What follows belongs to an exercise in optimizing a design on an open flow for small area; a production flow would make more cautious choices.
RTL that was checked went through simulation tests only; none was proved equivalent to the original.
The RTL of run 1 was laid out without a check of its function.
The clock cells of runs 4 and 5 come from the design's own scripts or RTL, not from TritonCTS.
The clock input has no modelled driver; a real chip could not lean on it and would need a root buffer or a full tree.
Power and IR drop assume default switching activity.

===== constraint.sdc =====
create_clock -name core_clock -period 10.0 [get_ports {clock}]
set_input_delay 2.0000 -clock core_clock [delete_from_list [all_inputs] [get_ports {clock}]]
set_output_delay 2.0000 -clock core_clock [all_outputs]
set_load 0.01 [all_outputs]

===== flow/remap.tcl =====
# Re-map the combinational logic of the standard synthesis for area.
# Registers (their cells and instance names) are kept as they are.
set lib $::env(REMAP_LIB)
set top $::env(FLOW_TOP)
yosys read_verilog $::env(REMAP_IN)
yosys read_liberty -ignore_miss_func $lib
yosys hierarchy -top $top
# keep every sequential cell as an instance; inline the combinational ones
foreach m [list sky130_fd_sc_hd__dfxtp_1 sky130_fd_sc_hd__dfxtp_2 sky130_fd_sc_hd__dfxtp_4 \
             sky130_fd_sc_hd__dfrtp_1 sky130_fd_sc_hd__dfstp_1 sky130_fd_sc_hd__dfxbp_1 \
             sky130_fd_sc_hd__edfxtp_1 sky130_fd_sc_hd__dfrtp_2 sky130_fd_sc_hd__dfrtp_4] {
  yosys setattr -mod -set keep_hierarchy 1 $m
}
yosys flatten
# nets named after the inlined cells' pins: let write_verilog number them
yosys rename -hide w:*.*
yosys opt -purge
yosys techmap
yosys opt -fast -purge
yosys abc -liberty $lib -script $::env(REMAP_ABC) \
  -dont_use sky130_fd_sc_hd__probe_p_8 -dont_use sky130_fd_sc_hd__probec_p_8 \
  -dont_use *lpflow*
yosys opt_clean -purge
yosys hilomap -singleton -hicell sky130_fd_sc_hd__conb_1 HI -locell sky130_fd_sc_hd__conb_1 LO
yosys splitnets
yosys insbuf -buf sky130_fd_sc_hd__buf_2 A X
yosys opt_clean -purge
yosys hierarchy -top $top
yosys select -module $top
yosys tee -o $::env(REMAP_STAT) stat -liberty $lib
yosys write_verilog -noattr -nohex -nodec -selected $::env(REMAP_OUT)

===== flow/area.abc =====
strash
&get -n
&deepsyn -T 30
&put
&get -n
&nf -a -p -R 1000
&put
topo

===== flow/run.sh =====
#!/bin/bash
# Layout flow: the standard synthesis, then an area-oriented re-mapping of
# its combinational logic (the registers, their cells and names, are kept),
# then the standard ORFS layout with one-cell port buffers and a clock
# tree built from small buffers without dummy loads.
set -euo pipefail
W=$(pwd)
R=$W/orfs/results/$FLOW_PLATFORM/basysConnections/base
YOSYS=$FLOW_HOME/../tools/install/yosys/bin/yosys
command -v yosys >/dev/null 2>&1 && YOSYS=$(command -v yosys)

bash standard.sh synth > $W/1_synth_standard.log 2>&1
cp $R/1_2_yosys.v $W/1_2_yosys_standard.v

REMAP_LIB=$FLOW_HOME/platforms/$FLOW_PLATFORM/lib/sky130_fd_sc_hd__tt_025C_1v80.lib \
REMAP_IN=$W/1_2_yosys_standard.v REMAP_OUT=$W/1_2_yosys_remap.v \
REMAP_ABC=$W/flow/area.abc REMAP_STAT=$W/1_remap_stat.txt \
  $YOSYS -c $W/flow/remap.tcl > $W/1_remap.log 2>&1
cp $W/1_2_yosys_remap.v $R/1_2_yosys.v

bash standard.sh \
  "BUFFER_PORTS_ARGS=-buffer_cell sky130_fd_sc_hd__buf_1" \
  "CTS_ARGS=-sink_clustering_enable -repair_clock_nets -dont_use_dummy_load -buf_list sky130_fd_sc_hd__clkbuf_2 sky130_fd_sc_hd__clkbuf_4 sky130_fd_sc_hd__clkbuf_8" \
  finish > $W/2_layout.log 2>&1

===== config.mk =====
export PLATFORM = sky130hd
export DESIGN_NAME = basysConnections
export DESIGN_NICKNAME = basysConnections
export VERILOG_FILES = /design/flow/design.v
export SDC_FILE = /design/flow/constraint.sdc
export NUM_CORES = 4
export LEC_CHECK = 0
export CAP_MARGIN = 20
export CORE_MARGIN = 2
export CORE_UTILIZATION = 65
export SLEW_MARGIN = 20

===== design.v =====
`timescale 1ns / 1ps
module basysConnections(
    input clock,
    input reset,
    input [15:0] SW,
    input JC4,JC3,JC2,JC1,    
    input JC10,JC9,JC8,JC7,  
    input JB7, JB8,
    input JB1, 
    input JB3, JB4,  
    output JA8,JA7, 
    output JA4,JA3,JA2,JA1,  
    output [7:0] LED  
    );
    reg [3:0] tE;    
    reg [4:0] tF;    
    reg [4:0] tA;    
    reg [4:0] tK;    
    reg [5:0] cB;    
    wire eW = tE[3] & tE[0];                  
    wire fW = tF[4] & tF[3];                  
    wire aW = tA[4] & tA[1] & tA[0];          
    wire kW = tK[4] & tK[1] & tK[0];          
    wire bW = &cB[5:2] & cB[0];               
    always @(posedge clock) begin
        if (reset) begin
            tE <= 4'd0; tF <= 5'd0; tA <= 5'd0; tK <= 5'd0; cB <= 6'd0;
        end else begin
            tE <= eW ? 4'd0 : tE + 4'd1;
            if (eW) tF <= fW ? 5'd0 : tF + 5'd1;
            if (eW & fW) tA <= aW ? 5'd0 : tA + 5'd1;
            if (eW & fW & aW) tK <= kW ? 5'd0 : tK + 5'd1;
            cB <= bW ? 6'd0 : cB + 6'd1;
        end
    end
    wire a0    = (tA == 5'd0);
    wire u0    = a0 & (tF == 5'd0) & (tE == 4'd0);                         
    wire [1:0] q = tK[1:0];                  
    wire u_le23 = a0 & ((tF < 5'd2) | ((tF == 5'd2) & (tE < 4'd4)));       
    wire u_ge4998 = aW & fW & tE[3];                                       
    wire u_4999 = aW & fW & eW;                                            
    wire w_f0  = (q == 2'd0) & ~u_le23 & ~u_ge4998;                        
    wire w_f1  = ((q == 2'd0) & u_4999) | ((q == 2'd1) & ~u_ge4998);       
    wire w_f2  = ((q == 2'd1) & u_4999) | ((q == 2'd2) & ~u_ge4998);       
    wire w_clr = (q == 2'd3) & aW &
                 ((tF >= 5'd5) & ((tF <= 5'd13) | ((tF == 5'd14) & (tE <= 4'd7))));  
    wire w_ev  = (q == 2'd3) & ~u0 & ~(aW & (tF >= 5'd5));                 
    wire toggle_pt = (tK == 5'd15) & a0 & (tF == 5'd0) & (tE == 4'd2);
    wire bnd = u0 & ((tK == 5'd0) | (tK == 5'd5) | (tK == 5'd10) | (tK == 5'd15));
    wire s_w0 = (tK < 5'd5) & ~bnd;
    wire s_w1 = (tK >= 5'd5) & (tK < 5'd10) & ~bnd;
    wire s_w2 = (tK >= 5'd10) & (tK < 5'd15) & ~bnd;
    wire tick = (tE == 4'd1) & (tF[0] == tA[0]);
    wire c_load = tK[0] & a0 & (tF == 5'd2) & (tE == 4'd1);
    reg F;                           
    reg [3:0] fr1, fr2, fr3, fr4, fr5;   
    reg [3:0] bk1, bk2, bk3, bk4, bk5;   
    reg ir1, ir2, ir3, ir4, ir5, ir6;    
    reg m1, m2;                          
    reg ca1, cb1;                        
    reg reb1;                            
    always @(posedge clock) begin
        fr1 <= {JC1, JC2, JC3, JC4};
        bk1 <= {JC10, JC9, JC8, JC7};
        fr2 <= fr1; fr3 <= fr2; fr4 <= fr3; fr5 <= fr4;
        bk2 <= bk1; bk3 <= bk2; bk4 <= bk3; bk5 <= bk4;
        ir1 <= ~(JB7 & JB8);
        ir2 <= ir1; ir3 <= ir2; ir4 <= ir3; ir5 <= ir4;
        m1 <= JB1; m2 <= m1;
    end
    wire rise = m1 & ~m2;
    always @(posedge clock) begin
        if (reset) begin
            F <= 1'b0;
            ir6 <= 1'b0;
            ca1 <= 1'b0;
            cb1 <= 1'b0;
            reb1 <= 1'b0;
        end else begin
            F <= F | tE[2];
            ir6 <= F & ir5;
            ca1 <= ~JB3;
            cb1 <= ~JB4;
            if (~JB4 & ~cb1)
                reb1 <= 1'b1;
            else if (ca1 & JB3)
                reb1 <= 1'b0;
        end
    end
    reg [3:0] IPS;           
    reg rev;                 
    reg rev_d;               
    reg iS0, iS1, iS3;       
    reg iS2;
    reg wt;                  
    reg isSD;                
    reg led45;
    reg [8:0] mh0, mh1, mh2;    
    reg [3:0] virt;          
    reg S;                   
    reg cs;                  
    reg Mt;                  
    reg [1:0] M;
    reg [2:0] SH;            
    reg [2:0] INs;           
    reg T1v, T1l, T2v, T2l;  
    reg [2:0] msA, msB;      
    reg pA, hA, pB, hB;      
    wire Z = (IPS == 4'd0);
    wire s_w3 = ~s_w0 & ~s_w1 & ~s_w2;
    wire wt2 = (s_w0 ? Z : iS0) & (s_w1 ? Z : iS1) & (s_w2 ? Z : iS2) & (s_w3 ? Z : iS3);
    function in_band;
        input [8:0] m;
        input [8:0] lo, hi;
        in_band = (m > lo) & (m < hi);
    endfunction
    wire b0 = in_band(mh0, 9'd45, 9'd60) & in_band(mh1, 9'd45, 9'd60) & in_band(mh2, 9'd45, 9'd60);
    wire b1 = in_band(mh0, 9'd85, 9'd120) & in_band(mh1, 9'd85, 9'd120) & in_band(mh2, 9'd85, 9'd120);
    wire b2 = in_band(mh0, 9'd180, 9'd220) & in_band(mh1, 9'd180, 9'd220) & in_band(mh2, 9'd180, 9'd220);
    wire b3 = in_band(mh0, 9'd280, 9'd320) & in_band(mh1, 9'd280, 9'd320) & in_band(mh2, 9'd280, 9'd320);
    wire sat0 = mh0[8] & mh0[6];
    wire sat1 = mh1[8] & mh1[6];
    wire sat2 = mh2[8] & mh2[6];
    wire [3:0] cur = (isSD & (IPS != 4'b1111)) ? virt : IPS;
    wire cR = (cur == 4'b0010) | (cur == 4'b0001) | (cur == 4'b0011) | (cur == 4'b0111) |
              (cur == 4'b0101) | (cur == 4'b1011);
    wire cL = (cur == 4'b0100) | (cur == 4'b1000) | (cur == 4'b1100) | (cur == 4'b1110) |
              (cur == 4'b1101) | (cur == 4'b1010);
    wire cShort = (cur == 4'b0010) | (cur == 4'b0100);
    wire cFwd = (cur == 4'b0110) | (cur == 4'b1001);
    wire cW = (cur == 4'b1111);
    reg ltA, ltB;
    always @* begin
        case (msA)
            3'd0: ltA = 1'b0;
            3'd1: ltA = (tF < 5'd6)  | ((tF == 5'd6)  & (tE < 4'd1));    
            3'd2: ltA = (tF < 5'd9)  | ((tF == 5'd9)  & (tE < 4'd3));    
            3'd3: ltA = (tF < 5'd12) | ((tF == 5'd12) & (tE < 4'd4));    
            3'd4: ltA = (tF < 5'd15) | ((tF == 5'd15) & (tE < 4'd5));    
            3'd5: ltA = (tF < 5'd18) | ((tF == 5'd18) & (tE < 4'd6));    
            3'd6: ltA = (tF < 5'd21) | ((tF == 5'd21) & (tE < 4'd7));    
            default: ltA = ~(fW & eW);                                   
        endcase
        case (msB)
            3'd0: ltB = 1'b0;
            3'd1: ltB = cB < 6'd14;
            3'd2: ltB = cB < 6'd23;
            3'd3: ltB = cB < 6'd30;
            3'd4: ltB = cB < 6'd37;
            3'd5: ltB = cB < 6'd45;
            3'd6: ltB = cB < 6'd52;
            default: ltB = ~bW;
        endcase
    end
    always @(posedge clock) begin
        if (s_w0) iS0 <= Z;
        if (s_w1) iS1 <= Z;
        if (s_w3) iS3 <= Z;
        if (~tK[0] & ~u_ge4998) S <= ~u_le23 & (S | ca1 | reb1);
        if (ir6)
            SH <= 3'b011;                        
        else if (cFwd)
            SH <= {1'b1, ~rev_d, rev_d};         
        else if (cShort)
            SH <= {T1v, T1l, T1l};
        else if (cR | cL)
            SH <= {T2v, T2l, T2l};
        else if (cW)
            SH <= INs;
        else
            SH <= 3'b000;
        if (~ir6) begin
            if (cR)
                M <= {1'b1, ~rev_d};
            else if (cL)
                M <= {1'b0, rev_d};
            else if (cFwd)
                M <= 2'b01;
            else if (cW)
                M <= 2'b10;
            else
                M <= 2'b00;
        end
    end
    always @(posedge clock) begin
        if (reset) begin
            IPS <= 4'd0; rev <= 1'b0; rev_d <= 1'b0;
            iS2 <= 1'b0; wt <= 1'b0; isSD <= 1'b0; led45 <= 1'b0;
            mh0 <= 9'd0; mh1 <= 9'd0; mh2 <= 9'd0;
            virt <= 4'd0; cs <= 1'b0;
            Mt <= 1'b0; INs <= 3'd0;
            T1v <= 1'b0; T1l <= 1'b0; T2v <= 1'b0; T2l <= 1'b0;
            msA <= 3'd0; msB <= 3'd0;
            pA <= 1'b0; hA <= 1'b0; pB <= 1'b0; hB <= 1'b0;
        end else begin
            IPS <= F ? ~(rev ? bk5 : fr5) : 4'd0;
            rev_d <= rev;
            if (s_w2) iS2 <= Z;
            wt <= iS0 & iS1 & iS2 & iS3;
            isSD <= wt;
            led45 <= isSD;
            if (wt2) begin
                if (w_f0 & rise & ~sat0) mh0 <= mh0 + 9'd1;
                if (w_f1 & rise & ~sat1) mh1 <= mh1 + 9'd1;
                if (w_f2 & rise & ~sat2) mh2 <= mh2 + 9'd1;
                if (w_clr) begin
                    mh0 <= 9'd0; mh1 <= 9'd0; mh2 <= 9'd0;
                end
            end
            if (wt) begin
                if (w_ev) begin
                    if (b0)
                        virt <= rev ? 4'b1001 : 4'b0110;
                    else if (b1)
                        virt <= rev ? 4'b0001 : 4'b1000;
                    else if (b2)
                        virt <= rev ? 4'b1000 : 4'b0001;
                    else if (b3) begin
                        if (toggle_pt) begin
                            rev <= ~rev;
                            virt <= rev ? IPS : 4'b0000;
                        end
                    end
                    else
                        virt <= rev ? 4'b0000 : IPS;
                end
            end
            if (c_load)
                cs <= S;
            if (~ir6)
                Mt <= cR | cL;
            if (Mt) begin
                T1v <= 1'b1; T1l <= ~M[0];
                if (~tK[1]) begin
                    T2v <= 1'b1; T2l <= ~M[0];
                end
            end
            if (tick) begin
                if (cs) begin
                    INs <= 3'b000;
                    msA <= 3'd0; msB <= 3'd0;
                end else begin
                    INs <= SH;
                    if (Mt) begin
                        if (M[1]) begin msA <= SW[5:3]; msB <= SW[8:6]; end
                        else      begin msA <= SW[8:6]; msB <= SW[5:3]; end
                    end else if (M[0]) begin
                        msA <= SW[2:0]; msB <= SW[2:0];
                    end else if (~M[1]) begin
                        msA <= 3'd0; msB <= 3'd0;
                    end
                end
            end
            pA <= ltA; hA <= pA;
            pB <= ltB; hB <= pB;
        end
    end
    assign JA7 = hA;
    assign JA8 = hB;
    assign JA4 = INs[1];
    assign JA3 = INs[1] ^ INs[2];
    assign JA2 = INs[0];
    assign JA1 = INs[0] ^ INs[2];
    assign LED = {rev, cs, led45, led45, virt};
endmodule

===== standard.sh =====
#!/bin/bash
# synth_recipe.tcl (not shown) runs the flow's synth.tcl, then flattens the netlist and writes it again
# the make line also repeats each setting of config.mk as NAME=value (left out here)
make -C /OpenROAD-flow-scripts/flow DESIGN_CONFIG=/design/flow/config.mk WORK_HOME=/design/flow/orfs CLKGATE_MAP_FILE= SYNTH_SCRIPT=/design/flow/synth_recipe.tcl "${@:-finish}"

==> results of run 1 <==
## through the flow
| stage | power [mW] | area [um2] | setup WS [ps] | util |
|---|---|---|---|---|
| detailed placement | 0.662 | 5590 | 5410 | 0.691 |
| floorplan | 0.646 | 5330 | 6290 | - |
| global placement | 0.659 | 5590 | 5560 | 0.691 |
## worst max path at each step
stage | start | endpoint | slack [ps] | cells past startpoint
after floorplan | tF[2] | mh2[7] | 6290 | 14
after global placement | tF[2] | mh2[7] | 5560 | 14
after detailed placement | tF[2] | mh2[7] | 5410 | 14
## power groups by stage
| stage | clock network (mW) | logic [mW] | registers [mW] |
|---|---|---|---|
| floorplan | 0 | 0.0248 | 0.622 |
| global placement | 0 | 0.0355 | 0.624 |
| detailed placement | 0 | 0.0371 | 0.625 |
==> impl_metrics.yaml, run 1 <==
outcome:
  status: "aborted with a tool error"
  lastStage: "clock tree synthesis"
  first-error: "[ERROR STA-0564] clock_tree_synthesis positional arguments not supported."
floorplan:
  die_y_um: 94.6
  num_rows: 33
  initial_core_util: 0.659
  fp.dieW_um: 94.6
  ios: 45
place:
  place_hpwl_um: 7480
  io_buffer_count: 37
  dp_cells: 700
  place.gp.congestion: 0.865
synth:
  synthCells: 561
  synth_area_mm2: 0.00533
  syn_nets: 592
  syn_avg_cell_area_um2: 9.50
  synth_warnings: 1
==> run 2: changes to the inputs <==
--- a/design.v
+++ b/design.v
@@ -47,4 +47,8 @@
     wire w_ev  = (q == 2'd3) & ~u0 & ~(aW & (tF >= 5'd5));                 
     wire toggle_pt = (tK == 5'd15) & a0 & (tF == 5'd0) & (tE == 4'd2);
+    wire x74998 = (tK == 5'd14) & aW & fW & (tE == 4'd8);
+    wire x74999 = (tK == 5'd14) & u_4999;
+    wire x75000 = (tK == 5'd15) & u0;
+    wire x75001 = (tK == 5'd15) & a0 & (tF == 5'd0) & (tE == 4'd1);
     wire bnd = u0 & ((tK == 5'd0) | (tK == 5'd5) | (tK == 5'd10) | (tK == 5'd15));
     wire s_w0 = (tK < 5'd5) & ~bnd;
@@ -54,6 +58,6 @@
     wire c_load = tK[0] & a0 & (tF == 5'd2) & (tE == 4'd1);
     reg F;                           
-    reg [3:0] fr1, fr2, fr3, fr4, fr5;   
-    reg [3:0] bk1, bk2, bk3, bk4, bk5;   
+    reg [3:0] st1, st2, st3, st4, st5;   
+    wire rev5;                           
     reg ir1, ir2, ir3, ir4, ir5, ir6;    
     reg m1, m2;                          
@@ -61,8 +65,6 @@
     reg reb1;                            
     always @(posedge clock) begin
-        fr1 <= {JC1, JC2, JC3, JC4};
-        bk1 <= {JC10, JC9, JC8, JC7};
-        fr2 <= fr1; fr3 <= fr2; fr4 <= fr3; fr5 <= fr4;
-        bk2 <= bk1; bk3 <= bk2; bk4 <= bk3; bk5 <= bk4;
+        st1 <= rev5 ? {JC10, JC9, JC8, JC7} : {JC1, JC2, JC3, JC4};
+        st2 <= st1; st3 <= st2; st4 <= st3; st5 <= st4;
         ir1 <= ~(JB7 & JB8);
         ir2 <= ir1; ir3 <= ir2; ir4 <= ir3; ir5 <= ir4;
@@ -119,4 +121,11 @@
     wire b2 = in_band(mh0, 9'd180, 9'd220) & in_band(mh1, 9'd180, 9'd220) & in_band(mh2, 9'd180, 9'd220);
     wire b3 = in_band(mh0, 9'd280, 9'd320) & in_band(mh1, 9'd280, 9'd320) & in_band(mh2, 9'd280, 9'd320);
+    wire tog_pred = b3 & iS0 & iS1 &
+                    ((x74998 & (&st5) & (&st4)) |
+                     (x74999 & Z & (&st5)) |
+                     (x75000 & iS2 & Z) |
+                     (x75001 & iS2 & iS3) |
+                     (toggle_pt & wt));
+    assign rev5 = rev ^ tog_pred;
     wire sat0 = mh0[8] & mh0[6];
     wire sat1 = mh1[8] & mh1[6];
@@ -194,5 +203,5 @@
             pA <= 1'b0; hA <= 1'b0; pB <= 1'b0; hB <= 1'b0;
         end else begin
-            IPS <= F ? ~(rev ? bk5 : fr5) : 4'd0;
+            IPS <= F ? ~st5 : 4'd0;
             rev_d <= rev;
             if (s_w2) iS2 <= Z;
--- a/flow/run.sh
+++ b/flow/run.sh
@@ -21,4 +21,4 @@
 bash standard.sh \
   "BUFFER_PORTS_ARGS=-buffer_cell sky130_fd_sc_hd__buf_1" \
-  "CTS_ARGS=-sink_clustering_enable -repair_clock_nets -dont_use_dummy_load -buf_list sky130_fd_sc_hd__clkbuf_2 sky130_fd_sc_hd__clkbuf_4 sky130_fd_sc_hd__clkbuf_8" \
+  "CTS_ARGS=-sink_clustering_enable -repair_clock_nets -dont_use_dummy_load -buf_list {sky130_fd_sc_hd__clkbuf_4 sky130_fd_sc_hd__clkbuf_8}" \
   finish > $W/2_layout.log 2>&1
==> impl_metrics.yaml, run 2 <==
sta:
  fin_skew_ps: 34.1
  rsz0062_at_grt: "false"
  post-route-period-util: 0.541
  final_hold_viol_count: 0
  slew_violations: 0
  period_minus_slack_ps: 5410
  fin_tns_setup_ps: 0
  max_freq_mhz: 185
  setup_violations: 0
  tightestPinTransition_ps: 956
  relSlewSlack: 0.363
  fin_ws_ps: 4590
cells_and_area:
  syn_to_final_growth_pct: 9.90
  layout_commonest_cell: "dfxtp_1"
  fin_nets: 646
  diodes: 0
  largest_registers: "mh0 x9, mh1 x9, mh2 x9"
  final_cell_mix: "dfxtp_1, nor2_1, nor3_1"
  fin_util: 0.723
  drive_gt1_frac: 0.0310
  instances_no_fill: 715
  fin_area_mm2: 0.00550
clock_tree:
  htree_num_levels: 4
  clockRootBuffer: "clkbuf_8"
  cts_tree: "yes"
  cts_resized: 0
  cts_buffers: 17
  cts.sinks: 126
  clockBufferDepth: 2
  hold_buffers: 0
  post_cts_buffers: 0
  cts.reportedPaths.clkPinSlew_ps: 80
  clk-insertion-delay-late_ps: 420
global_route:
  globalRouteOverflowTotal: 0
  antenna_found_initial: 0
  grt_max_degree: 36
  grt_pass1_wl_um: 17300
  track_usage: 0.253
  grt_pass1_vias: 3859
critical_path:
  regToRegEndpoint: "mh0[7]"
  cp_max_fo: 12
  crit_type: "flop to flop"
  rrSetupSlack_ps: 4590
  worstRegToRegCells: 19
  start_kind: "flop"
  cp_data_required_time_ps: 10290
  cp-end-kind: "flop"
  worstPathArrival_ps: 5700
  timing.rr.start: "tF[2]"
synth:
  synth_area_mm2: 0.00501
  synth_warnings: 1
  syn_nets: 592
  syn_avg_cell_area_um2: 8.92
  synthCells: 561
routing:
  routedWlPerCell_um: 14.3
  drtIter0Drc: 246
  vias: 4279
  ant_nets: 0
  finalWirelength_um: 10200
  via_per_inst: 5.98
  post-route-drc-count: 0
  firstDrtPassIters: 6
floorplan:
  dieArea_mm2: 0.00842
  initial_core_util: 0.658
  num_rows: 32
  die_y_um: 91.8
  ios: 45
  coreArea_mm2: 0.00761
  fp.dieW_um: 91.8
hold_path:
  hp-class: "flop to flop"
  holdPathStages: 0
  hp-start: "st3[2]"
  whs_endpoint: "st4[2]"
job:
  maxCapViolCount: 0
place:
  placed_cell_area_mm2: 0.00527
  dp_cells: 698
  io_buffer_count: 37
  place_hpwl_um: 7420
  post-place-ws_ps: 4650
  place.gp.congestion: 0.883
power:
  ir_drop_mv: 0.143
  cellPowerDensity_mw_per_mm2: 158
  leakagePower_nw: 2.04
outcome:
  status: "finished clean"
## run 2: layout make-up
class,count,area (um2)
Sequential cell,126,2550
Multi-Input combinational cell,416,2380
Fill cell,611,2110
Clock buffer,17,234
Timing Repair Buffer,39,154
Tap cell,102,128
Inverter,15,56.3
## run 2: layer usage
metal  up-vias  GRT usage  share of wire  wire length, um
met4         0     0.0684          0.014              144
met2       101      0.434           0.48             4930
met5         -          0              0                0
met3        18     0.0600          0.043              441
li1       2162          -              -                -
met1      1998      0.319           0.46             4690
## run 2: how the worst max path moves through the flow
| stage | slack (ps) | start | depth (start not counted) | endpoint |
|---|---|---|---|---|
| floorplan | 5680 | tE[3] | 18 | mh0[7] |
| global placement | 4790 | tF[2] | 19 | mh0[7] |
| detailed placement | 4650 | tF[2] | 19 | mh0[7] |
| CTS | 4630 | tF[2] | 19 | mh0[7] |
| global route | 3970 | tF[2] | 19 | mh0[7] |
| finish | 4590 | tF[2] | 19 | mh0[7] |
## run 2: power by group
group          total, mW  leakage (nW)  internal, mW  switching (mW)
registers          0.528          1.04         0.518         0.00961
logic             0.0409         0.876        0.0165          0.0243
clock network      0.303         0.122         0.149           0.154
total              0.872          2.04         0.684           0.188
## run 2: through the flow
stage	total power, mW	hold WS (ps)
2_1_floorplan	0.563	310
3_3_place_gp	0.577	311
3_5_place_dp	0.579	313
4_1_cts	0.880	318
5_1_grt	0.907	328
6_report	0.872	318
## run 2: worst max-delay path: stages, from the launching register on
cell and delay (ps):
dfxtp_1 410, nor4_1 300, nand2_1 140, nor3_1 390, nand2_1 170, or3_1 340
nand2_1 70, a21oi_1 80, o21a_1 160, nor3b_1 240, mux2i_1 130, nor4_1 660
nand4bb_1 240, a2111oi_0 630, and2_0 320, and3_1 280, nor2b_1 230, and2_0 250
a21oi_1 100, o21a_1 150
==> run 3: changes to the inputs <==
--- a/flow/run.sh
+++ b/flow/run.sh
@@ -21,4 +21,4 @@
 bash standard.sh \
   "BUFFER_PORTS_ARGS=-buffer_cell sky130_fd_sc_hd__buf_1" \
-  "CTS_ARGS=-sink_clustering_enable -repair_clock_nets -dont_use_dummy_load -buf_list {sky130_fd_sc_hd__clkbuf_4 sky130_fd_sc_hd__clkbuf_8}" \
+  "CTS_ARGS=-sink_clustering_enable -repair_clock_nets -dont_use_dummy_load -buf_list sky130_fd_sc_hd__clkbuf_4 -sink_buffer_max_cap_derate 0.6" \
   finish > $W/2_layout.log 2>&1
==> impl_metrics.yaml, run 3 <==
outcome:
  status: "finished clean"
critical_path:
  worstPathArrival_ps: 5770
  path_cells: "nor4_1, nand2_1, nor3_1, nand2_1, or3_1, nand2_1, a21oi_1, o21a_1, nor3b_1, mux2i_1, nor4_1, nand4bb_1, a2111oi_0, and2_0, and3_1, nor2b_1, and2_0, a21oi_1, o21a_1"
  crit_type: "flop to flop"
  cp_common_cell: "nand2_1"
  cp-end-kind: "flop"
  cp_data_required_time_ps: 10370
  rrSetupSlack_ps: 4600
  crit_buf_inv: 0
  regToRegEndpoint: "mh0[7]"
  start_kind: "flop"
  crit_family: "simple AND/OR/NAND/NOR gates"
  crit_path_top_delay_cell: "nor4_1"
  critPathMaxStageDelay_ps: 660
  timing.rr.start: "tF[2]"
  worstRegToRegCells: 19
  cp_max_fo: 12
hold_path:
  holdPathStages: 0
  whs_endpoint: "st3[0]"
  hp-class: "flop to flop"
  hp-start: "st2[0]"
routing:
  ant_nets: 0
  vias: 4271
  via_per_inst: 5.97
  routedWlPerCell_um: 14.1
  drtIter0Drc: 239
  post-route-drc-count: 0
  firstDrtPassIters: 5
  finalWirelength_um: 10100
cells_and_area:
  drive_gt1_frac: 0.0310
  fin_util: 0.709
  fin_nets: 646
  layout_commonest_cell: "dfxtp_1"
  instances_no_fill: 715
  diodes: 0
  largest_registers: "mh0 x9, mh1 x9, mh2 x9"
  filler_cell_count: 628
  fin_area_mm2: 0.00540
  final_cell_mix: "dfxtp_1, nor2_1, nor3_1"
  syn_to_final_growth_pct: 7.77
sta:
  fin_ws_ps: 4600
  post-route-period-util: 0.540
  relSlewSlack: 0.396
  rsz0062_at_grt: "false"
  fin_tns_setup_ps: 0
  max_freq_mhz: 185
  setup_violations: 0
  final_hold_viol_count: 0
  slew_violations: 0
  worst_hold_slack_ps: 312
  fin_skew_ps: 54.4
  period_minus_slack_ps: 5400
  tightestPinTransition_ps: 898
place:
  placed_cell_area_mm2: 0.00527
  post-place-ws_ps: 4650
  io_buffer_count: 37
  dp_cells: 698
  place.gp.congestion: 0.883
  place_hpwl_um: 7420
floorplan:
  initial_core_util: 0.658
  fp.dieW_um: 91.8
  dieArea_mm2: 0.00842
  num_rows: 32
  ios: 45
  coreArea_mm2: 0.00761
  die_y_um: 91.8
power:
  leakagePower_nw: 1.99
  ir_drop_mv: 0.108
  totalPowerFinal_uw: 789
  cellPowerDensity_mw_per_mm2: 146
synth:
  synth_area_mm2: 0.00501
  syn_avg_cell_area_um2: 8.92
  syn_nets: 592
  synthCells: 561
  synth_warnings: 1
clock_tree:
  cts_tree: "yes"
  cts_buffers: 17
  cts.reportedPaths.clkPinSlew_ps: 120
  clockRootBuffer: "clkbuf_4"
  post_cts_buffers: 0
  clockBufferDepth: 2
  cts.sinks: 126
  clk-insertion-delay-late_ps: 500
  cts_resized: 0
  htree_num_levels: 4
  hold_buffers: 0
global_route:
  grt_max_degree: 36
  grt_pass1_vias: 3825
  globalRouteOverflowTotal: 0
  antenna_found_initial: 0
  grt_pass1_wl_um: 17100
  track_usage: 0.252
job:
  maxCapViolCount: 0
run 3: final cells by class:
class / count / area (um2) / area share
well taps: 102 / 128 / 0.0237
flip-flops and latches: 126 / 2550 / 0.473
clock buffers: 17 / 128 / 0.0237
multi-input cells: 416 / 2380 / 0.441
repair buffers: 39 / 154 / 0.0285
inverters: 15 / 56.3 / 0.0104
run 3: worst max-delay path by stage:
stage / from / endpoint / slack [ps] / depth (start not counted)
after global placement: tF[2] / mh0[7] / 4790 / 19
after detailed placement: tF[2] / mh0[7] / 4650 / 19
final: tF[2] / mh0[7] / 4600 / 19
after CTS: tF[2] / mh0[7] / 4620 / 19
after global routing: tF[2] / mh0[7] / 3950 / 19
after floorplan: tE[3] / mh0[7] / 5680 / 18
run 3: where the power goes:
part	switching, mW	internal (mW)	total [mW]	leakage (nW)
sequential	0.00958	0.518	0.527	1.04
clock	0.144	0.0778	0.221	0.0782
combinational	0.0243	0.0165	0.0408	0.876
total	0.177	0.612	0.789	1.99
run 3: metal layers:
layer | track usage | up-vias | part of all wire
met3 | 0.0682 | 11 | 0.051
li1 | - | 2163 | -
met2 | 0.427 | 109 | 0.48
met4 | 0.0721 | 0 | 0.0094
met5 | 0 | - | 0
met1 | 0.316 | 1988 | 0.46
run 3: worst register-to-register path, delay by kind of cell (launching register included):
kind | cells | cell delay [ps]
AOI/OAI and AO/OA | 5 | 1120
DFF | 1 | 430
muxes | 1 | 130
and+or+nand+nor | 13 | 3630
==> run 4: changes to the inputs <==
==> flow/run.sh (replaced) <==
#!/bin/bash
# Layout flow:
#  1. the standard synthesis (bash standard.sh synth), unchanged;
#  2. an area-oriented re-mapping of its combinational logic with ABC
#     (deepsyn with a few random seeds, the smallest result is kept); the
#     registers, their cells and instance names, are left as they are;
#  3. the standard ORFS floorplan and placement, with one-cell port buffers;
#  4. a two-level clock tree (flow/cts.tcl) in place of TritonCTS;
#  5. the standard ORFS routing and finishing.
# Every tool writes its full output to a log file of its own in this folder.
set -euo pipefail
W=$(pwd)
R=$W/orfs/results/$FLOW_PLATFORM/basysConnections/base
LIB=$FLOW_HOME/platforms/$FLOW_PLATFORM/lib/sky130_fd_sc_hd__tt_025C_1v80.lib
YOSYS=$FLOW_HOME/../tools/install/yosys/bin/yosys
command -v yosys >/dev/null 2>&1 && YOSYS=$(command -v yosys)

bash standard.sh synth > $W/1_synth_standard.log 2>&1
cp $R/1_2_yosys.v $W/1_2_yosys_standard.v

best=""; best_area=""
for seed in 0 7 13 42; do
  printf 'strash\n&get -n\n&deepsyn -T 30 -S %s\n&put\n&get -n\n&nf -a -p -R 1000\n&put\ntopo\n' $seed > $W/1_remap_s$seed.abc
  REMAP_LIB=$LIB REMAP_IN=$W/1_2_yosys_standard.v REMAP_OUT=$W/1_2_yosys_remap_s$seed.v \
  REMAP_ABC=$W/1_remap_s$seed.abc REMAP_STAT=$W/1_remap_stat_s$seed.txt \
    $YOSYS -c $W/flow/remap.tcl > $W/1_remap_s$seed.log 2>&1 &
done
wait
for seed in 0 7 13 42; do
  a=$(awk '/Chip area for module/ {print $NF}' $W/1_remap_stat_s$seed.txt || true)
  [[ -z "$a" ]] && continue
  if [[ -z "$best_area" ]] || awk -v a=$a -v b=$best_area 'BEGIN{exit !(a<b)}'; then
    best=$seed; best_area=$a
  fi
done
echo "remap: seed $best, area $best_area" > $W/1_remap_choice.txt
cp $W/1_2_yosys_remap_s$best.v $R/1_2_yosys.v

bash standard.sh "BUFFER_PORTS_ARGS=-buffer_cell sky130_fd_sc_hd__buf_1" place > $W/2_place.log 2>&1

RESULTS_DIR=$R LIB_FILES=$LIB PLATFORM_DIR=$FLOW_HOME/platforms/$FLOW_PLATFORM \
CTS_MAX_SINKS=18 CTS_LEAF_BUF=sky130_fd_sc_hd__clkbuf_8 CTS_ROOT_BUF=sky130_fd_sc_hd__clkbuf_4 \
CTS_CLOCK_NET=clock \
  openroad -no_init -exit $W/flow/cts.tcl > $W/3_cts.log 2>&1

bash standard.sh "BUFFER_PORTS_ARGS=-buffer_cell sky130_fd_sc_hd__buf_1" finish > $W/4_route_finish.log 2>&1
==> flow/cts.tcl (new file) <==
# Clock tree: the clock port drives one root buffer, which drives one leaf
# buffer per cluster of at most CTS_MAX_SINKS flip-flops, placed at the
# cluster's centre. Clusters come from recursive bisection of the flip-flops'
# placement along the longer side.
set res $::env(RESULTS_DIR)
foreach lib $::env(LIB_FILES) { read_liberty $lib }
read_db $res/3_place.odb
read_sdc $res/3_place.sdc
source $::env(PLATFORM_DIR)/setRC.tcl
set cap $::env(CTS_MAX_SINKS)
set leaf_master $::env(CTS_LEAF_BUF)
set root_master $::env(CTS_ROOT_BUF)

set db [ord::get_db]
set block [ord::get_db_block]
set clk [$block findNet $::env(CTS_CLOCK_NET)]
$clk setSigType CLOCK

set sinks {}
foreach it [$clk getITerms] {
  set inst [$it getInst]
  set bb [$inst getBBox]
  lappend sinks [list $it [expr {([$bb xMin] + [$bb xMax]) / 2}] [expr {([$bb yMin] + [$bb yMax]) / 2}]]
}
set n [llength $sinks]
set k [expr {($n + $cap - 1) / $cap}]

proc split_groups {s k} {
  if {$k <= 1} { return [list $s] }
  set xs {}; set ys {}
  foreach e $s { lappend xs [lindex $e 1]; lappend ys [lindex $e 2] }
  set xs [lsort -integer $xs]; set ys [lsort -integer $ys]
  set dx [expr {[lindex $xs end] - [lindex $xs 0]}]
  set dy [expr {[lindex $ys end] - [lindex $ys 0]}]
  set idx [expr {$dx >= $dy ? 1 : 2}]
  set s [lsort -integer -index $idx $s]
  set k1 [expr {$k / 2}]
  set n1 [expr {([llength $s] * $k1 + $k / 2) / $k}]
  return [concat [split_groups [lrange $s 0 [expr {$n1 - 1}]] $k1] \
                 [split_groups [lrange $s $n1 end] [expr {$k - $k1}]]]
}
set groups [split_groups $sinks $k]

set lm [$db findMaster $leaf_master]
set rm [$db findMaster $root_master]
proc pin_of {inst name} { return [$inst findITerm $name] }

# root buffer at the centre of all sinks
set sx 0; set sy 0
foreach e $sinks { set sx [expr {$sx + [lindex $e 1]}]; set sy [expr {$sy + [lindex $e 2]}] }
set root [odb::dbInst_create $block $rm clkbuf_root]
$root setLocation [expr {$sx / $n}] [expr {$sy / $n}]
$root setPlacementStatus PLACED
[pin_of $root A] connect $clk
set rnet [odb::dbNet_create $block clknet_root]
$rnet setSigType CLOCK
[pin_of $root X] connect $rnet

set i 0
foreach g $groups {
  set gx 0; set gy 0
  foreach e $g { set gx [expr {$gx + [lindex $e 1]}]; set gy [expr {$gy + [lindex $e 2]}] }
  set m [llength $g]
  set b [odb::dbInst_create $block $lm clkbuf_leaf_$i]
  $b setLocation [expr {$gx / $m}] [expr {$gy / $m}]
  $b setPlacementStatus PLACED
  [pin_of $b A] connect $rnet
  set net [odb::dbNet_create $block clknet_leaf_$i]
  $net setSigType CLOCK
  [pin_of $b X] connect $net
  foreach e $g {
    set it [lindex $e 0]
    $it disconnect
    $it connect $net
  }
  puts "leaf $i: $m sinks"
  incr i
}

detailed_placement
check_placement -verbose
set_propagated_clock [all_clocks]
estimate_parasitics -placement
report_clock_skew
report_worst_slack -min
report_worst_slack -max
write_db $res/4_1_cts.odb
write_sdc $res/4_cts.sdc
removed: flow/area.abc
==> impl_metrics.yaml, run 4 <==
clock_tree:
  cts.reportedPaths.clkPinSlew_ps: 100
  clk-insertion-delay-late_ps: 450
sta:
  rsz0062_at_grt: "false"
  max_freq_mhz: 186
  final_hold_viol_count: 0
  slew_violations: 0
  period_minus_slack_ps: 5360
  fin_ws_ps: 4640
  relSlewSlack: 0.377
  fin_tns_setup_ps: 0
  setup_violations: 0
  post-route-period-util: 0.536
  tightestPinTransition_ps: 934
  fin_skew_ps: 13.4
power:
  p_clk_frac: 0.266
  p_seq_frac: 0.681
  switchingPower_uw: 172
  leakagePower_nw: 1.97
  cellPowerDensity_mw_per_mm2: 144
  p_int_uw: 602
  pwr-share-comb: 0.053
  swShare: 0.223
  ir_drop_mv: 0.117
synth:
  synth_warnings: 1
  syn_nets: 592
  synthCells: 561
  synth_area_mm2: 0.00501
  syn_avg_cell_area_um2: 8.92
cells_and_area:
  diodes: 0
  layout_commonest_cell: "dfxtp_1"
  final_cell_mix: "dfxtp_1, nor2_1, nor3_1"
  largest_registers: "mh0 x9, mh1 x9, mh2 x9"
  filler_cell_count: 628
  drive_gt1_frac: 0.0166
  syn_to_final_growth_pct: 7.30
  fin_area_mm2: 0.00537
  fin_nets: 637
hold_path:
  hp-class: "flop to flop"
routing:
  finalWirelength_um: 10100
  routedWlPerCell_um: 14.2
  firstDrtPassIters: 4
  vias: 4214
  drtIter0Drc: 273
  ant_nets: 0
  post-route-drc-count: 0
  via_per_inst: 5.97
global_route:
  globalRouteOverflowTotal: 0
  track_usage: 0.235
  antenna_found_initial: 0
  grt_pass1_wl_um: 17000
  grt_max_degree: 36
  grt_pass1_vias: 3735
job:
  maxCapViolCount: 0
place:
  io_buffer_count: 37
  placed_cell_area_mm2: 0.00527
  place_hpwl_um: 7420
  place.gp.congestion: 0.883
  post-place-ws_ps: 4650
floorplan:
  initial_core_util: 0.658
  num_rows: 32
  die_y_um: 91.8
  dieArea_mm2: 0.00842
  fp.dieW_um: 91.8
  coreArea_mm2: 0.00761
  ios: 45
critical_path:
  start_kind: "flop"
  worstPathArrival_ps: 5710
  cp_data_required_time_ps: 10340
  cp-end-kind: "flop"
  crit_type: "flop to flop"
  cp_max_fo: 12
outcome:
  status: "finished clean"
-- run 4: worst max-delay path, stage by stage, from the launching register on --
cell       delay, ps
dfxtp_1          430
nor4_1           300
nand2_1          140
nor3_1           380
nand2_1          170
or3_1            340
nand2_1           70
a21oi_1           80
o21a_1           150
nor3b_1          240
mux2i_1          130
nor4_1           640
nand4bb_1        240
a2111oi_0        620
and2_0           310
and3_1           280
nor2b_1          230
and2_0           250
a21oi_1          100
o21a_1           150
-- run 4: power groups by stage --
stage                     registers, mW  clock network (mW)  logic [mW]
after floorplan                   0.536                   0      0.0275
after global placement            0.538                   0      0.0388
after detailed placement          0.539                   0      0.0405
after global routing              0.529               0.233      0.0462
final                             0.527               0.206      0.0407
-- run 4: final cells by class --
class / instances / area (um2) / area share
well taps: 102 / 128 / 0.0238
inverters: 15 / 56.3 / 0.0105
repair buffers: 39 / 154 / 0.0287
multi-input cells: 416 / 2380 / 0.443
plain buffers: 8 / 104 / 0.0193
flip-flops and latches: 126 / 2550 / 0.475
-- run 4: final timing paths --
check / startpoint / to / slack [ps] / cells past startpoint
setup / recovery: tF[2] / mh0[7] / 4640 / 19
hold / removal: st1[1] / st2[1] / 340 / 0
setup reg to reg: tF[2] / mh0[7] / 4640 / 19
hold reg to reg: st1[1] / st2[1] / 340 / 0
-- run 4: metal layers --
| metal | up-vias | global-route usage | wire [um] | share of wire |
|---|---|---|---|---|
| met5 | - | 0 | 0 | 0 |
| met4 | 0 | 0.0274 | 134 | 0.013 |
| met3 | 12 | 0.0205 | 460 | 0.046 |
| met2 | 110 | 0.418 | 4770 | 0.47 |
| met1 | 1941 | 0.323 | 4690 | 0.47 |
| li1 | 2151 | - | - | - |
-- run 4: metrics by stage --
| stage | total power [mW] | hold WS (ps) | util | instances |
|---|---|---|---|---|
| final | 0.774 | 337 | 0.706 | 706 |
| after global routing | 0.808 | 341 | 0.706 | 706 |
| after detailed placement | 0.579 | 313 | 0.692 | 698 |
| after global placement | 0.577 | 311 | 0.692 | 698 |
| after floorplan | 0.563 | 310 | - | 561 |
==> run 5: changes to the inputs <==
--- a/flow/run.sh
+++ b/flow/run.sh
@@ -3,5 +3,6 @@
 #  1. the standard synthesis (bash standard.sh synth), unchanged;
 #  2. an area-oriented re-mapping of its combinational logic with ABC
-#     (deepsyn with a few random seeds, the smallest result is kept); the
+#     (deepsyn with a few random seeds, then mapping and don't-care resubstitution;
+#     the smallest result is kept); the
 #     registers, their cells and instance names, are left as they are;
 #  3. the standard ORFS floorplan and placement, with one-cell port buffers;
@@ -21,5 +22,5 @@
 best=""; best_area=""
 for seed in 0 7 13 42; do
-  printf 'strash\n&get -n\n&deepsyn -T 30 -S %s\n&put\n&get -n\n&nf -a -p -R 1000\n&put\ntopo\n' $seed > $W/1_remap_s$seed.abc
+  printf 'strash\n&get -n\n&deepsyn -T 30 -S %s\n&put\n&get -n\n&nf -a -p -R 1000\n&put\nmfs3 -ae -H 8 -K 8 -R 4\nmfs3 -aer -H 8\ntopo\n' $seed > $W/1_remap_s$seed.abc
   REMAP_LIB=$LIB REMAP_IN=$W/1_2_yosys_standard.v REMAP_OUT=$W/1_2_yosys_remap_s$seed.v \
   REMAP_ABC=$W/1_remap_s$seed.abc REMAP_STAT=$W/1_remap_stat_s$seed.txt \
==> impl_metrics.yaml, run 5 <==
sta:
  final_hold_viol_count: 0
  post-route-period-util: 0.502
  max_freq_mhz: 199
  slew_violations: 0
  fin_tns_setup_ps: 0
  relSlewSlack: 0.380
  tightestPinTransition_ps: 930
  fin_skew_ps: 11.3
  fin_ws_ps: 4980
  rsz0062_at_grt: "false"
  period_minus_slack_ps: 5020
  setup_violations: 0
routing:
  topRoutingLayerUsed: "met4"
  ant_nets: 0
  post-route-drc-count: 0
  drtIter0Drc: 223
  via_per_inst: 6.02
  firstDrtPassIters: 5
  vias: 4227
  routedWlPerCell_um: 14.6
  dr_wl_met3_um: 490
  finalWirelength_um: 10300
  wl_met2_um: 4970
  met1_length_um: 4640
cells_and_area:
  syn_to_final_growth_pct: 7.16
  layout_commonest_cell: "dfxtp_1"
  filler_cell_count: 574
  diodes: 0
  largest_registers: "mh0 x9, mh1 x9, mh2 x9"
  final-seq-area_mm2: 0.00255
  instances_no_fill: 702
  final_cell_mix: "dfxtp_1, nor2_1, nor3_1"
  multi_input_area_mm2: 0.00233
  drive_gt1_frac: 0.0166
  fin_nets: 636
clock_tree:
  cts.reportedPaths.clkPinSlew_ps: 110
  clk-insertion-delay-late_ps: 460
hold_path:
  hp-start: "ir3"
  hp-class: "flop to flop"
place:
  io_buffer_count: 37
  place.gp.congestion: 0.880
  dp_cells: 694
  place_hpwl_um: 7450
  post-place-ws_ps: 5040
global_route:
  track_usage: 0.246
  antenna_found_initial: 0
  grt_pass1_wl_um: 17600
  globalRouteOverflowTotal: 0
  grt_pass1_vias: 3889
  grt_max_degree: 37
critical_path:
  cp-startpoint: "tF[2]"
  cp_data_required_time_ps: 10370
  cp-end-kind: "flop"
  timing.rr.start: "tF[2]"
  cp_max_fo: 12
  crit_type: "flop to flop"
  worstPathArrival_ps: 5390
  start_kind: "flop"
synth:
  syn_nets: 592
  synth_warnings: 1
  syn_avg_cell_area_um2: 8.85
  synthCells: 561
  synth_area_mm2: 0.00496
floorplan:
  die_y_um: 91.4
  initial_core_util: 0.677
  coreArea_mm2: 0.00733
  dieArea_mm2: 0.00835
  fp.dieW_um: 91.4
  num_rows: 31
  ios: 45
power:
  cellPowerDensity_mw_per_mm2: 146
  ir_drop_mv: 0.115
  totalPowerFinal_uw: 775
  leakagePower_nw: 1.98
outcome:
  status: "finished clean"
job:
  maxCapViolCount: 0
[run 5: report_power, final]
part / internal, mW / leakage [nW] / switching [mW]
sequential: 0.518 / 1.04 / 0.00986
combinational: 0.0163 / 0.881 / 0.0249
clock: 0.0675 / 0.0549 / 0.139
[run 5: per-stage QoR]
stage / hold slack (ps) / cell area [um2] / utilization
5_1_grt: 342 / 5320 / 0.726
6_report: 335 / 5320 / 0.726
2_1_floorplan: 310 / 4960 / -
3_5_place_dp: 314 / 5220 / 0.711
3_3_place_gp: 310 / 5220 / 0.711
[run 5: area by class of cell]
class	instances	area share
multi-input combinational	415	0.438
tap	99	0.0233
timing repair buffer	38	0.0278
inverter	16	0.0113
sequential	126	0.480
buffer	8	0.0195
[run 5: metal layers]
layer | vias up | track usage
li1 | 2141 | -
met1 | 1959 | 0.323
met2 | 111 | 0.448
met3 | 16 | 0.0216
met4 | 0 | 0.0379
met5 | - | 0
[run 5: worst max-delay path, cell delays in order (launching register included)]
cell       delay (ps)
dfxtp_1           430
nor4_1            300
nand2_1           120
nor3_1            330
nand2_1           160
or3_1             330
a21oi_1           230
nand3b_1          150
mux2i_1           100
nor4_1            610
nand3_1           180
a2111oi_0         650
and2_0            330
and3_1            290
nor2b_1           240
and2_0            240
a21oi_1            90
o21a_1            150
[run 5: final timing paths]
path                            endpoint  cells after the start  slack, ps
worst max-delay path              mh0[7]                     17       4980
worst min-delay path                 ir4                      0        340
worst max register to register    mh0[7]                     17       4980
worst min register to register       ir4                      0        340

## afterwards: timing with drivers on the ports
Ports are ideal in the flow. The routed layouts listed here were re-timed in OpenROAD. Step 1 assumes that a clkbuf_16 drives the clock port and a buf_2 every other input. Step 2 times the ports against the registers' clock, not the clock port: input delays grow and output delays shrink by t, the midpoint of the rising clock arrivals with the driver on. a / b / c = ideal ports / drivers / drivers and shift; a / b = the first two.
| run | t, ns | slack for setup (ns) | slew at the worst register clock pin (ns) | worst data-port slew with drivers (ns) | cell pins on the clock port's net |
|---|---|---|---|---|---|
| run 2 | 0.429 | 4.594 / 4.594 / 4.594 | 0.08 / 0.08 | 0.03 | 1 |
| run 3 | 0.503 | 4.600 / 4.600 / 4.600 | 0.12 / 0.12 | 0.03 | 1 |
| run 4 | 0.471 | 4.636 / 4.636 / 4.636 | 0.11 / 0.11 | 0.03 | 1 |
| run 5 | 0.484 | 4.981 / 4.981 / 4.981 | 0.11 / 0.11 | 0.03 | 1 |
After both steps setup and hold are still met in every run listed.
